This design comes from an exercise in tuning for small area on the open sky130 flow, not from production work. Function was checked by simulation only, so behaviour that the tests miss may differ from the original.

Setup of build 35:
## mlse_eq_top
module mlse_eq_top (
    input wire i_clk,
    input wire i_rst,
    input wire i_en,
    input wire i_cfg_eq_in_inv,
    input wire i_cfg_eq_out_inv,
    input wire i_cfg_eq_out_endian,
    input wire i_cfg_eq_p1a_en,
    input wire i_cfg_eq_p1b_en,
    input wire i_cfg_eq_p2_en,
    input wire i_cfg_eq_p3o_en,
    input wire i_cfg_eq_p3a_en,
    input wire i_cfg_eq_p3b_en,
    input wire i_cfg_eq_p4p_en,
    input wire i_cfg_eq_p4m_en,
    input wire [511:0] i_cfg_eq_hm1,   
    input wire [511:0] i_cfg_eq_hp1,   
    input wire [511:0] i_cfg_eq_hx,    
    input wire [383:0] i_dat_be,   
    output wire [63:0] o_drx
);
  localparam int N = 64;
  localparam int DEPTH = 12;
  logic [N-1:0][5:0] x;
  for (genvar k = 0; k < N; k++) begin : g_x
    assign x[k] = i_cfg_eq_in_inv ? ~i_dat_be[6*k+:6] : i_dat_be[6*k+:6];
  end
  logic [5:0] x63_q;      
  logic       c63_q;      
  logic [3:0][4:0] at_q;  
  logic [N-1:0] qpre, qpst, qcomp, qxp, qxn;
  logic [N-1:0] c;        
  logic [N-1:0] dpre, dpst, dcomp, dxp, dxn;
  for (genvar k = 0; k < N; k++) begin : g_alu
    logic [5:0] vm1, v0;
  ...
Settings: LEC_CHECK=0, ABC_AREA=1, CAP_MARGIN=20, CORE_AREA=10 10 690 690, DIE_AREA=0 0 700 700, SLEW_MARGIN=20; clock period 3.3 ns.
run.sh (not shown) runs the stock make flow with config.mk's settings and CLKGATE_MAP_FILE= SYNTH_SCRIPT=/design/flow/synth_recipe.tcl, a recipe that flattens the netlist after the stock synthesis.
Looking at the reports, build 35 completed the entire flow and the layout it produced met the timing, design-rule and antenna checks.
Edits applied to the flow inputs when going from build 35 to build 95:
==> flow/flow/run.sh (new file) <==
#!/bin/bash
# Layout flow: the standard synthesis, then its combinational logic mapped
# again by ABC with an area-oriented script (registers, their names and cell
# types are kept), then the standard flow from floorplan to finish.
set -euo pipefail
W=$PWD
R=$W/orfs/results/$FLOW_PLATFORM/mlse_eq_top/base
F=$W/flow

bash standard.sh synth > $W/log_1_standard_synth.log 2>&1
cp $R/1_2_yosys.v $W/std_1_2_yosys.v

LIB=$FLOW_HOME/platforms/$FLOW_PLATFORM/lib/sky130_fd_sc_hd__tt_025C_1v80.lib
DU=""
for c in $(sed -n '/DONT_USE_CELLS += /,/^#/p' $FLOW_HOME/platforms/$FLOW_PLATFORM/config.mk | grep -o 'sky130_fd_sc_hd__[a-z0-9_]*'); do
  DU="$DU -dont_use $c"
done
FFS=$(grep -o 'sky130_fd_sc_hd__[a-z0-9_]*' $W/std_1_2_yosys.v | sort -u | grep -E 'df|dl' | tr '\n' ' ')
BB=""
for c in $FFS; do BB="$BB blackbox $c;"; done

yosys -l $W/log_2_reopt.log -p "read_verilog $W/std_1_2_yosys.v; read_liberty -ignore_miss_func $LIB; $BB hierarchy -top $FLOW_TOP; flatten; hierarchy -top $FLOW_TOP; opt_clean; abc -script $F/area.abc -liberty $LIB $DU; opt_clean -purge; read_liberty -lib -ignore_redef $LIB; setundef -zero; hilomap -singleton -hicell sky130_fd_sc_hd__conb_1 HI -locell sky130_fd_sc_hd__conb_1 LO; insbuf -buf sky130_fd_sc_hd__buf_4 A X; opt_clean -purge; tee -o $W/reopt_stat.txt stat -liberty $LIB; check -assert -mapped; write_verilog -noattr -nohex -nodec $W/reopt.v" > /dev/null 2>&1

cp $W/reopt.v $R/1_2_yosys.v
touch $R/1_2_yosys.v
bash standard.sh > $W/log_3_standard_finish.log 2>&1
==> flow/flow/area.abc (new file) <==
strash
balance -l
resub -K 6 -l
rewrite -l
resub -K 6 -N 2 -l
refactor -l
resub -K 8 -l
balance -l
resub -K 8 -N 2 -l
rewrite -l
resub -K 10 -l
rewrite -z -l
resub -K 10 -N 2 -l
balance -l
resub -K 12 -l
refactor -z -l
resub -K 12 -N 2 -l
rewrite -z -l
balance -l
balance -l
resub -K 6 -l
rewrite -l
resub -K 6 -N 2 -l
refactor -l
resub -K 8 -l
balance -l
resub -K 8 -N 2 -l
rewrite -l
resub -K 10 -l
rewrite -z -l
resub -K 10 -N 2 -l
balance -l
resub -K 12 -l
refactor -z -l
resub -K 12 -N 2 -l
rewrite -z -l
balance -l
dch -f
amap
topo
==> flow/standard.sh (new file) <==
#!/bin/bash
# synth_recipe.tcl (not shown) runs the flow's synth.tcl, then flattens the netlist and writes it again
# the make line also repeats each setting of config.mk as NAME=value (left out here)
make -C /OpenROAD-flow-scripts/flow DESIGN_CONFIG=/design/flow/config.mk WORK_HOME=/design/flow/orfs CLKGATE_MAP_FILE= SYNTH_SCRIPT=/design/flow/synth_recipe.tcl "${@:-finish}"
removed: flow/run.sh
Notes after the runs:
Diff build 35 -> build 95: effective utilization at floorplan has decreased, layout cell share with drive strength beyond 1 saw an increase, sum of net half-perimeters after detailed placement went down about 3.4%.
diff inputs: build 95 => build 54
==> flow/run.sh (new file) <==
#!/bin/bash
# synth_recipe.tcl (not shown) runs the flow's synth.tcl, then flattens the netlist and writes it again
# the make line also repeats each setting of config.mk as NAME=value (left out here)
make -C /OpenROAD-flow-scripts/flow DESIGN_CONFIG=/design/flow/config.mk WORK_HOME=/design/flow/orfs CLKGATE_MAP_FILE= SYNTH_SCRIPT=/design/flow/synth_recipe.tcl finish
diff --git a/flow/config.mk b/flow/config.mk
--- a/flow/config.mk
+++ b/flow/config.mk
@@ -8,5 +8,5 @@
 export ABC_AREA = 1
 export CAP_MARGIN = 20
-export CORE_AREA = 10 10 690 690
-export DIE_AREA = 0 0 700 700
+export CORE_MARGIN = 2
+export CORE_UTILIZATION = 40
 export SLEW_MARGIN = 20
removed: flow/flow/run.sh
removed: flow/flow/area.abc
removed: flow/standard.sh
Findings:
FAIL build 54 @ I/O pin placement: tool exited with error. Comparing build 54 and build 95, die boundary height is lower on build 54. Taking build 54 over build 95, the post-synthesis average cell area ratio works out to 0.823. Width of the die in build 54 is 27% below build 95. Build 54 vs build 95: effective utilization at floorplan up in build 54. Build 54 vs. build 95: combined area of all synthesized cells saw an increase; synthesized cell count saw an increase.

==> static timing again, ports no longer ideal <==
The results above use ideal ports. As a check the final layouts listed here were re-extracted and re-timed, cells and wires unchanged.
Step 1 (the two cells are an assumption about what drives the block):
set clk [get_ports {i_clk}]
set_driving_cell -lib_cell sky130_fd_sc_hd__clkbuf_16 $clk
set_driving_cell -lib_cell sky130_fd_sc_hd__buf_2 [delete_from_list [all_inputs] $clk]
Step 2 moves the port delays by t, midway between the first and last clock arrival at a register: inputs arrive t later, outputs are due t later. That takes back most of the time a late clock gives input paths.
Slacks: ideal / step 1 / step 2; pairs: ideal / step 1.
| run | shift t [ns] | setup slack, ns | clock arrival spread, ns | worst slew at a driven data input, ns |
|---|---|---|---|---|
| build 35 | 0.917 | 0.306 / 0.204 / -0.105 | 0.108 / 0.109 | 0.66 |
| build 95 | 0.943 | 0.064 / 0.064 / -0.661 | 0.097 / 0.098 | 0.63 |
With both steps, setup timing fails in build 35 and build 95, where it was met with ideal ports. For build 95, which loses most, drivers alone change the setup slack by 0.000 ns; drivers and shift together by -0.725 ns.
